What follows belongs to an exercise in optimizing a design on an open flow for small area and a short achievable clock period; a production flow would make more cautious choices. Only simulation tests tie the RTL to the original design; equivalence was not proved.

==> design/flow/design.v <==
module mult_unit (
    input  logic        clock,
    input  logic        reset,
    input  logic        start,
    input  logic [31:0] rs1,
    input  logic [31:0] rs2,
    input  logic [2:0]  func,
    input  logic [5:0]  dest_tag_in,
    input  logic        cdb_taken,
    input  logic        branch_mispredict,
    output logic [5:0]  dest_tag_out,
    output logic [31:0] result,
    output logic        done,
    output logic        full
);
    mult u_mult (
        .clock             (clock),
        .reset             (reset),
        .start             (start),
        .rs1               (rs1),
        .rs2               (rs2),
        .func              (func),
        .dest_tag_in       (dest_tag_in),
        .cdb_taken         (cdb_taken),
        .branch_mispredict (branch_mispredict),
        .dest_tag_out      (dest_tag_out),
        .result            (result),
        .done              (done),
        .full              (full)
    );
endmodule

`timescale 1ns/100ps
typedef logic [31:0] DATA;
typedef enum logic [2:0] {
    M_MUL,
    M_MULH,
    M_MULHSU,
    M_MULHU
} MULT_FUNC;
module mult (
    input clock, reset, start,
    input DATA rs1, rs2,
    input MULT_FUNC func,
    input logic [6-1:0] dest_tag_in,
    input logic cdb_taken,
    input logic branch_mispredict,
    output logic [6-1:0] dest_tag_out,
    output DATA result,
    output logic done,
    output logic full
);
    MULT_FUNC [4-2:0] internal_funcs;
    MULT_FUNC func_out;
    logic cool;
    logic [(64*(4-1))-1:0] internal_sums, internal_mcands, internal_mpliers;
    logic [4-2:0] internal_dones;
    logic  [4-2:0][6-1:0] dest_tag_internal;
    logic [63:0] mcand, mplier, product;
    logic [63:0] mcand_out, mplier_out;  
    logic [4-1:0][63:0] product_sum_reg, next_mplier_reg, next_mcand_reg;
    logic [4-1:0] empty, new_empty, new_start, new_done, new_done2;
    mult_stage mstage [4-1:0] (
        .clock (clock),
        .reset (reset || branch_mispredict),
        .func        ({internal_funcs,   func}),
        .dest_tag_in({dest_tag_internal, dest_tag_in}),
        .start       (new_start),  
        .prev_sum    ({internal_sums,    64'h0}),  
        .mplier      ({internal_mpliers, mplier}),
        .mcand       ({internal_mcands,  mcand}),
        .product_sum ({product,    internal_sums}),
        .next_mplier ({mplier_out, internal_mpliers}),
        .next_mcand  ({mcand_out,  internal_mcands}),
        .next_func   ({func_out,   internal_funcs}),
        .done        ({cool,       internal_dones}),  
        .dest_tag_out({dest_tag_out, dest_tag_internal})
    );
   always_ff @(posedge clock) begin
        if(reset || branch_mispredict)begin
            empty <= '1;
            new_done <= '0;
            done <= 0;
        end else begin
            empty <= new_empty;
            new_done <= new_done2;
            done <= new_done2[4 - 1];
        end
   end
   always_comb begin
        new_empty = empty;
        new_start = '0;
        new_done2 = new_done;
        full = 0;
        if(cdb_taken)begin
            new_empty = new_empty << 1;
            new_empty[0] = ~start;
            new_start = ~new_empty;
            new_done2 = ~new_empty;
        end else begin
            for(int i = 4 - 2; i >=0; i--)begin
                if(new_empty[i+1] && !new_empty[i])begin
                    new_empty[i+1] = 0;
                    new_empty[i] = 1;
                    new_start[i+1] = 1;
                    new_done2[i+1] = 1;
                    new_done2[i] = 0;
                end else begin
                    new_start[i+1] = 0;
                end
            end
            if(new_empty[0])begin
                new_empty[0] = ~start;
                new_start[0] = start;
                new_done2[0] = start;
            end else begin
                new_start[0] = 0;
            end
        end
        if(~cdb_taken && ~new_empty[0] && ~new_empty[1] && ~new_empty[2] && ~new_empty[3]) begin
            full = 1;
        end
   end
    always_comb begin
        case (func)
            M_MUL, M_MULH, M_MULHSU: mcand = {{(32){rs1[31]}}, rs1};
            default:                 mcand = {32'b0, rs1};
        endcase
        case (func)
            M_MUL, M_MULH: mplier = {{(32){rs2[31]}}, rs2};
            default:       mplier = {32'b0, rs2};
        endcase
    end
    assign result = (func_out == M_MUL) ? product[31:0] : product[63:32];
    logic [31:0] count;
endmodule  
module mult_stage (
    input clock, reset, start,
    input [63:0] prev_sum, mplier, mcand,
    input MULT_FUNC func,
    input  [6-1:0] dest_tag_in,
    output logic [63:0] product_sum, next_mplier, next_mcand,
    output MULT_FUNC next_func,
    output logic done,
    output logic [6-1:0] dest_tag_out
);
    parameter SHIFT = 64/4;
    logic [63:0] partial_product, shifted_mplier, shifted_mcand;
    assign partial_product = mplier[SHIFT-1:0] * mcand;
    assign shifted_mplier = {{SHIFT{1'b0}}, mplier[63:SHIFT]};
    assign shifted_mcand = {mcand[63-SHIFT:0], {SHIFT{1'b0}}};
    always_ff @(posedge clock) begin
        if(start) begin
            product_sum <= prev_sum + partial_product;
            next_mplier <= shifted_mplier;
            next_mcand  <= shifted_mcand;
            next_func   <= func;
            dest_tag_out <= dest_tag_in;
        end
    end
    always_ff @(posedge clock) begin
        if (reset) begin
            done <= 1'b0;
        end else begin
            done <= start;
        end
    end
endmodule  
==> design/flow/run.sh <==
#!/bin/bash
# synth_recipe.tcl (not shown) runs the flow's synth.tcl, then flattens the netlist and writes it again
# the make line also repeats each setting of config.mk as NAME=value (left out here)
make -C /OpenROAD-flow-scripts/flow DESIGN_CONFIG=/design/flow/config.mk WORK_HOME=/design/flow/orfs CLKGATE_MAP_FILE= SYNTH_SCRIPT=/design/flow/synth_recipe.tcl finish
==> design/flow/config.mk <==
export PLATFORM = sky130hd
export DESIGN_NAME = mult_unit
export DESIGN_NICKNAME = mult_unit
export VERILOG_FILES = /design/flow/design.v
export SDC_FILE = /design/flow/constraint.sdc
export NUM_CORES = 4
export LEC_CHECK = 0
export CAP_MARGIN = 20
export CORE_MARGIN = 2
export CORE_UTILIZATION = 40
export PLACE_DENSITY = 0.6
export SLEW_MARGIN = 20
==> design/flow/constraint.sdc <==
create_clock -name core_clock -period 9.5 [get_ports {clock}]
set_input_delay 1.9000 -clock core_clock [delete_from_list [all_inputs] [get_ports {clock}]]
set_output_delay 1.9000 -clock core_clock [all_outputs]
set_load 0.01 [all_outputs]
==> notes.md <==
-- metal layers --
layer	GRT usage	wire length (microns)
met1	0.299	69700
met2	0.348	74000
met3	0.0289	9060
met4	0.0373	2530
met5	0	52
-- Yosys cell counts (4+ instances only) --
library cell,instances,area share
a21o_1,105,0.013
nand2_1,841,0.053
o31a_1,6,0.00088
fa_1,1219,0.41
mux2_2,32,0.0061
o21a_1,32,0.0040
and3_1,27,0.0028
edfxtp_1,392,0.20
nor2_1,119,0.0075
a21boi_0,5,0.00063
and4_1,6,0.00088
a21oi_1,191,0.016
or2_2,6,0.00063
a211o_1,9,0.0013
nor3_1,38,0.0032
o21ai_0,93,0.0078
o2bb2ai_1,5,0.00074
o21ai_1,10,0.00084
a211oi_1,22,0.0028
ha_1,323,0.068
o2111ai_1,4,0.00059
xor2_1,64,0.0094
nand4_1,25,0.0026
nand2b_1,24,0.0025
xnor2_1,169,0.025
or3_1,13,0.0014
nor4_1,4,0.00042
nor2b_1,30,0.0032
clkbuf_1,199,0.013
o31ai_1,5,0.00063
o211ai_1,15,0.0019
o21bai_1,26,0.0033
a31o_2,6,0.00088
and2_1,374,0.039
a31oi_1,15,0.0016
nand3_1,39,0.0033
inv_1,1239,0.078
dfxtp_1,5,0.0017
a32o_1,5,0.00084
-- per-stage QoR --
step / utilization / setup WS (ps)
after floorplan: - / 1340
after global placement: 0.432 / 194
after detailed placement: 0.432 / 141
after CTS: 0.442 / 317
after global routing: 0.443 / 1.52
final: 0.443 / 406
-- area by class of cell --
class	count	area (sq um)	share of cell area
clock buffers	53	1180	0.0180
clock inverters	30	299	0.00457
inverters	1239	4650	0.0711
multi-input cells	3979	42300	0.646
flip-flops and latches	397	11900	0.181
well taps	1930	2410	0.0369
repair buffers	299	2730	0.0418
-- worst max-delay path: cells and delay by family, from the launching register on --
family,cells,cell delay [ps]
compound gates,12,2800
flops,1,750
xor+xnor,2,640
fa+ha+maj,8,3840
simple gates,3,600
buf+inv,3,150
-- what timing repair did --
action / 4_1_cts / 5_1_grt
setup buffers: 0 / 13
setup endpoints to repair: 0 / 7
resized for setup: 0 / 1
-- path summary, 6_finish.rpt --
kind	endpoint	cells past startpoint	startpoint	slack (ps)
min	u_mult.mstage[1].dest_tag_out[3]$_DFFE_PP_	0	u_mult.mstage[0].dest_tag_out[3]$_DFFE_PP_	410
max	u_mult.mstage[1].product_sum[58]$_DFFE_PP_	28	u_mult.mstage[0].next_mcand[27]$_DFFE_PP_	410
min reg2reg	u_mult.mstage[1].dest_tag_out[3]$_DFFE_PP_	0	u_mult.mstage[0].dest_tag_out[3]$_DFFE_PP_	410
max reg2reg	u_mult.mstage[1].product_sum[58]$_DFFE_PP_	28	u_mult.mstage[0].next_mcand[27]$_DFFE_PP_	410
-- cells by family after synthesis --
group                      share of synthesized area
AOI/OAI and AO/OA                             0.0678
xor gates and xnor gates                      0.0347
adders and majority gates                      0.478
buffers and inverters                         0.0908
DFF                                            0.199
muxes                                        0.00639
and+or+nand+nor                                0.123
==> reports/metrics.yaml <==
status:
  status: "no timing/DRC/antenna violations"
sta:
  tightestPinTransition_ps: 1080
  setup_viol: 0
  min_period_ps: 9090
  timing.hold.ws_ps: 405
  finalHoldViolCount: 0
  rsz0062_at_grt: "no"
  finalCritPeriodShare: 0.957
  drv_slew: 0
  setup_tns_ps: 0
  finClkSkew_ps: 29.4
  relSlewSlack: 0.281
  fmax_mhz: 110
clock_network:
  root_buffer: "clkbuf_16"
  cts_buffers: 46
  h-tree-depth: 2
  clk_latency_ps: 620
  cts_tree: "built"
  clkSlewWorstSetupHoldPaths_ps: 70
  cts_hold_buffers: 0
  clock_sinks: 397
  cts_buffer_depth: 3
routing:
  drtPass1Iterations: 5
  ant_nets: 0
  routed_via_density: 5.09
  totalWireLength_mm: 155
  vias: 40300
  drc: 0
  wl_per_cell_microns: 19.6
  drt_iter0_markers: 2470
final_layout:
  fin_nets: 7582
  mostFrequentLayoutCell: "inv_1"
  drive_gt1_frac: 0.0537
  fin_cells: 7927
  largest_reg_flops: 256
  fillCellCount: 14000
  num_antenna_cells: 0
  syn_to_final_growth_pct: 9.94
  finalInstanceArea_sq_mm: 0.0655
  final_cell_mix: "inv_1, fa_1, nand2_1"
placement:
  gp_congestion: 0.900
  postPlaceCellArea_sq_mm: 0.0638
  numPlacedInstances: 7831
  dpl.hpwl_mm: 130
  io_buffers: 117
synth:
  avgSynthCellArea_sq_um: 10.2
  ys.flop_type: "edfxtp_1"
  synth.cell_area_sq_mm: 0.0595
  syn_inst: 5816
  ys_types: 87
  synth-seq-cells: 397
  syn_nets: 7436
  synthArstFlopShare: 0
  yosys_warnings: 2
  ys_seq_area_frac: 0.199
  synth_edf_count: 392
worst_setup_path:
  worstSetupPathType: "flip-flop to flip-flop"
  startpoint_type: "flip-flop"
  crit_required_ps: 9850
  endpoint_kind: "flip-flop"
  crit_path_top_delay_cell: "edfxtp_1"
  slowest_delay_ps: 750
  cp_common_cell: "fa_1"
  crit_fanout: 11
  cp.arrival_ps: 9450
grt:
  grt_max_degree: 75
  grt_pass1_wl_mm: 248
  antenna_found_initial: 9
  track_usage: 0.210
  grt_pass1_vias: 43500
  gr-total-overflow: 0
die:
  ios: 118
  start_util: 0.403
  row_count: 141
  die_y_microns: 390
  dieArea_sq_mm: 0.152
  die_x_microns: 390
  coreArea_sq_mm: 0.148
hold_path:
  hp-class: "flip-flop to flip-flop"
flow_run:
  max_cap_viol_count: 0

## what the ideal ports hide
How much do the figures lean on ideal ports? The routed layout below was timed once more, with nothing changed but the port constraints.
Step 1, drivers: a clkbuf_16 drives clock and a buf_2 each remaining input, both assumed.
Step 2 adds t to the input delays and takes it off the output delays; t is the mean of the earliest and latest rising clock arrival at the registers after step 1. Input paths then give back, and output paths get back, about the clock's delay inside the block.
Three values: no drivers, after step 1, after step 2; two values: the first two.
shift t [ns]: 0.670
slack for setup (ns): 0.406 / 0.406 / 0.175
worst hold slack (ns): 0.405 / 0.405 / 0.405
worst register clock-pin slew, ns: 0.07 / 0.07
worst slew at a driven data input, ns: 0.05
After both steps setup and hold are still met in this run. The setup slack of this run moves by 0.000 ns with the drivers and by -0.231 ns with both steps.
